Context: an optimization exercise on an open-source flow, tuned for small area. The choices shown serve that exercise and are no tape-out recipe.
In this exercise RTL edits were held to simulation tests only and were not proved equivalent to the original.
The clock port is modelled as an ideal driver, which makes a skipped or thinned clock tree look cheaper than it is; a real chip needs a root buffer or a tree.
Power figures rest on the tool's default switching activity, not on a simulated workload.

==> flow/design.v <==
module ZMEI (
  input  logic       clk,
  input  logic       reset,
  input  logic       btn1,
  input  logic       btn2,
  output logic [3:0] led
);
  localparam logic [12:0] POL    = 13'b0101010101010;
  localparam logic [12:0] T_MASK = 13'b1011111111111;
  localparam logic [12:0] T_VAL  = 13'b1101101111011;
  logic [12:0] v;
  logic q_g1;
  wire  g1 = q_g1 ^ 1'b0;
  logic q_g0;
  wire  g0 = q_g0 ^ 1'b0;
  logic q_zf;
  wire  zf = q_zf ^ 1'b0;
  logic q_sp;
  wire  sp = q_sp ^ 1'b0;
  logic q_dir;
  wire  dir = q_dir ^ 1'b0;
  logic q_k1;
  wire  k1 = q_k1 ^ 1'b0;
  logic q_k0;
  wire  k0 = q_k0 ^ 1'b0;
  logic n_g1, n_g0, n_zf, n_sp, n_dir, n_k1, n_k0;
  wire [12:0] s    = v ^ POL;
  wire        t    = ((s & T_MASK) == (T_VAL & T_MASK));
  wire        load = zf | t;
  wire a  = k1;               
  wire b  = k0;               
  wire c  = ~(k1 & ~k0);      
  wire [12:0] sload = {1'b0, a, 1'b1, 1'b0, 1'b1, b, 1'b1, ~a, 1'b1, 1'b1, 1'b1, 1'b1, c};
  always @(posedge clk)
    v <= (load ? sload : {s[11:0], s[12] ^ s[11]}) ^ POL;
  wire run = ~zf & ~sp;
  wire p4  = g1 & ~g0;
  wire e1  = run & ~t & ~btn1;          
  wire x   = sp & btn2;                 
  always_comb begin
    {n_g1, n_g0, n_zf, n_sp, n_dir, n_k1, n_k0} = {g1, g0, zf, sp, dir, k1, k0};
    if (!reset) begin
      {n_g1, n_g0} = 2'b01; n_zf = 1'b1; n_sp = 1'b0; n_dir = 1'b0; {n_k1, n_k0} = 2'b00;
    end else if (sp) begin
      if (btn2) begin
        {n_g1, n_g0} = 2'b01; n_zf = 1'b1; n_sp = 1'b0;
        n_k1 = ~k0; n_k0 = k1 & ~k0;
      end
    end else if (zf) begin
      {n_g1, n_g0} = 2'b00; n_zf = 1'b0;
    end else if (t) begin
      if (p4) n_zf = 1'b1;
      else begin n_g1 = g0; n_g0 = ~g1; end
    end else if (!btn1) begin
      {n_g1, n_g0} = 2'b11; n_zf = 1'b1; n_dir = ~dir;
    end else if (!btn2) begin
      n_sp = 1'b1;
    end
  end
  always @(posedge clk) q_g1 <= n_g1 ^ 1'b0;
  always @(posedge clk) q_g0 <= n_g0 ^ 1'b0;
  always @(posedge clk) q_zf <= n_zf ^ 1'b0;
  always @(posedge clk) q_sp <= n_sp ^ 1'b0;
  always @(posedge clk) q_dir <= n_dir ^ 1'b0;
  always @(posedge clk) q_k1 <= n_k1 ^ 1'b0;
  always @(posedge clk) q_k0 <= n_k0 ^ 1'b0;
  wire e     = ~(g1 ^ dir);
  wire all1  = zf & ({g1, g0} == 2'b01);
  wire all0  = zf & ({g1, g0} == 2'b11);
  always_comb begin
    if (all1)      led = 4'b1111;
    else if (all0) led = 4'b0000;
    else           led = {~(~g0 & ~e), ~(g0 & ~e), ~(g0 & e), ~(~g0 & e)};
  end
endmodule
Settings: LEC_CHECK=0, CAP_MARGIN=20, CORE_AREA=2.3 2.72 58.42 59.84, DIE_AREA=0 0 60.72 62.56, SLEW_MARGIN=20; clock period 10.0 ns.
standard.sh (not shown) runs the stock make flow with config.mk's settings and CLKGATE_MAP_FILE= SYNTH_SCRIPT=/design/flow/synth_recipe.tcl, a recipe that flattens the netlist after the stock synthesis.
==> flow/flow/run.sh <==
#!/bin/bash
# Layout flow: the standard synthesis, then the combinational logic
# re-mapped for area (flip-flops untouched; the smallest of several ABC
# scripts is kept), then the standard layout with the smallest buffer
# on the ports and the clock tree collapsed into a single buffer.
set -euo pipefail
W=$PWD
R=$W/orfs/results/$FLOW_PLATFORM/ZMEI/base
LIB=$FLOW_HOME/platforms/$FLOW_PLATFORM/lib/sky130_fd_sc_hd__tt_025C_1v80.lib
YOSYS=${YOSYS_EXE:-$(command -v yosys || echo $FLOW_HOME/../tools/install/yosys/bin/yosys)}

bash standard.sh synth > $W/synth_standard.log 2>&1
cp $R/1_2_yosys.v $W/1_2_yosys_standard.v

REMAP_LIB=$LIB REMAP_IN=$W/1_2_yosys_standard.v REMAP_OUT=$W/1_2_yosys_remap.v \
REMAP_ABC_DIR=$W/abc_scripts REMAP_ABC_LIST=$W/flow/abc_scripts.txt REMAP_TOP=$FLOW_TOP \
REMAP_DONT_USE="*probe* *lpflow* *bleeder* *clkbuf* *clkinv* *dly*" \
  $YOSYS -c $W/flow/remap.tcl > $W/remap.log 2>&1
cp $W/1_2_yosys_remap.v $R/1_2_yosys.v
rm -f $R/1_synth.odb $R/1_synth.sdc

export BUFFER_PORTS_ARGS="-buffer_cell sky130_fd_sc_hd__buf_1"
export CTS_ARGS="-sink_clustering_enable -repair_clock_nets -dont_use_dummy_load -buf_list sky130_fd_sc_hd__clkbuf_8 -root_buf sky130_fd_sc_hd__clkbuf_8"
export POST_CTS_TCL=$W/flow/collapse.tcl
export CLK_ROOT_MASTER=sky130_fd_sc_hd__clkbuf_8
bash standard.sh finish > $W/layout.log 2>&1
Other scripts of this flow, unchanged in this note and not shown: flow/flow/abc_scripts.txt, flow/flow/collapse.tcl, flow/flow/remap.tcl
The baseline went through all stages and came out clean.
Rerun with:
--- a/flow/design.v
+++ b/flow/design.v
@@ -11,19 +11,19 @@
   logic [12:0] v;
   logic q_g1;
   wire  g1 = q_g1 ^ 1'b0;
   logic q_g0;
   wire  g0 = q_g0 ^ 1'b0;
   logic q_zf;
-  wire  zf = q_zf ^ 1'b0;
+  wire  zf = q_zf ^ 1'b1;
   logic q_sp;
-  wire  sp = q_sp ^ 1'b0;
+  wire  sp = q_sp ^ 1'b1;
   logic q_dir;
   wire  dir = q_dir ^ 1'b0;
   logic q_k1;
-  wire  k1 = q_k1 ^ 1'b0;
+  wire  k1 = q_k1 ^ 1'b1;
   logic q_k0;
   wire  k0 = q_k0 ^ 1'b0;
   logic n_g1, n_g0, n_zf, n_sp, n_dir, n_k1, n_k0;
   wire [12:0] s    = v ^ POL;
   wire        t    = ((s & T_MASK) == (T_VAL & T_MASK));
   wire        load = zf | t;
@@ -56,16 +56,16 @@
     end else if (!btn2) begin
       n_sp = 1'b1;
     end
   end
   always @(posedge clk) q_g1 <= n_g1 ^ 1'b0;
   always @(posedge clk) q_g0 <= n_g0 ^ 1'b0;
-  always @(posedge clk) q_zf <= n_zf ^ 1'b0;
-  always @(posedge clk) q_sp <= n_sp ^ 1'b0;
+  always @(posedge clk) q_zf <= n_zf ^ 1'b1;
+  always @(posedge clk) q_sp <= n_sp ^ 1'b1;
   always @(posedge clk) q_dir <= n_dir ^ 1'b0;
-  always @(posedge clk) q_k1 <= n_k1 ^ 1'b0;
+  always @(posedge clk) q_k1 <= n_k1 ^ 1'b1;
   always @(posedge clk) q_k0 <= n_k0 ^ 1'b0;
   wire e     = ~(g1 ^ dir);
   wire all1  = zf & ({g1, g0} == 2'b01);
   wire all0  = zf & ({g1, g0} == 2'b11);
   always_comb begin
     if (all1)      led = 4'b1111;
Outcome: The changed run finished clean; worst hold slack got worse by 3.2 ps; global-route usage fell by 0.48 points; cell area fell slightly; clock power rose by a few percent; wire length rose slightly; register-to-register slack got worse by 280 ps; core utilization fell by 0.31 points.

==> separate check: timing with driven ports <==
No port has a modelled driver above. Below, the same layouts with a new extraction and two added sets of constraints.
Step 1: set_driving_cell puts a clkbuf_16 on clk and a buf_2 on each other input, an assumption about the parent block.
Step 2 moves the port delays by t, midway between the first and last clock arrival at a register: inputs arrive t later, outputs are due t later. That takes back most of the time a late clock gives input paths.
Three values: ideal, step 1, step 2; two values: the first two.
run | t (ns) | setup slack, ns | latest minus earliest clock arrival (ns)
the first run | 0.190 | 6.792 / 6.767 / 6.957 | 0.004 / 0.003
the second run | 0.190 | 6.754 / 6.733 / 6.923 | 0.001 / 0.001
After both steps every run listed still meets setup and hold.
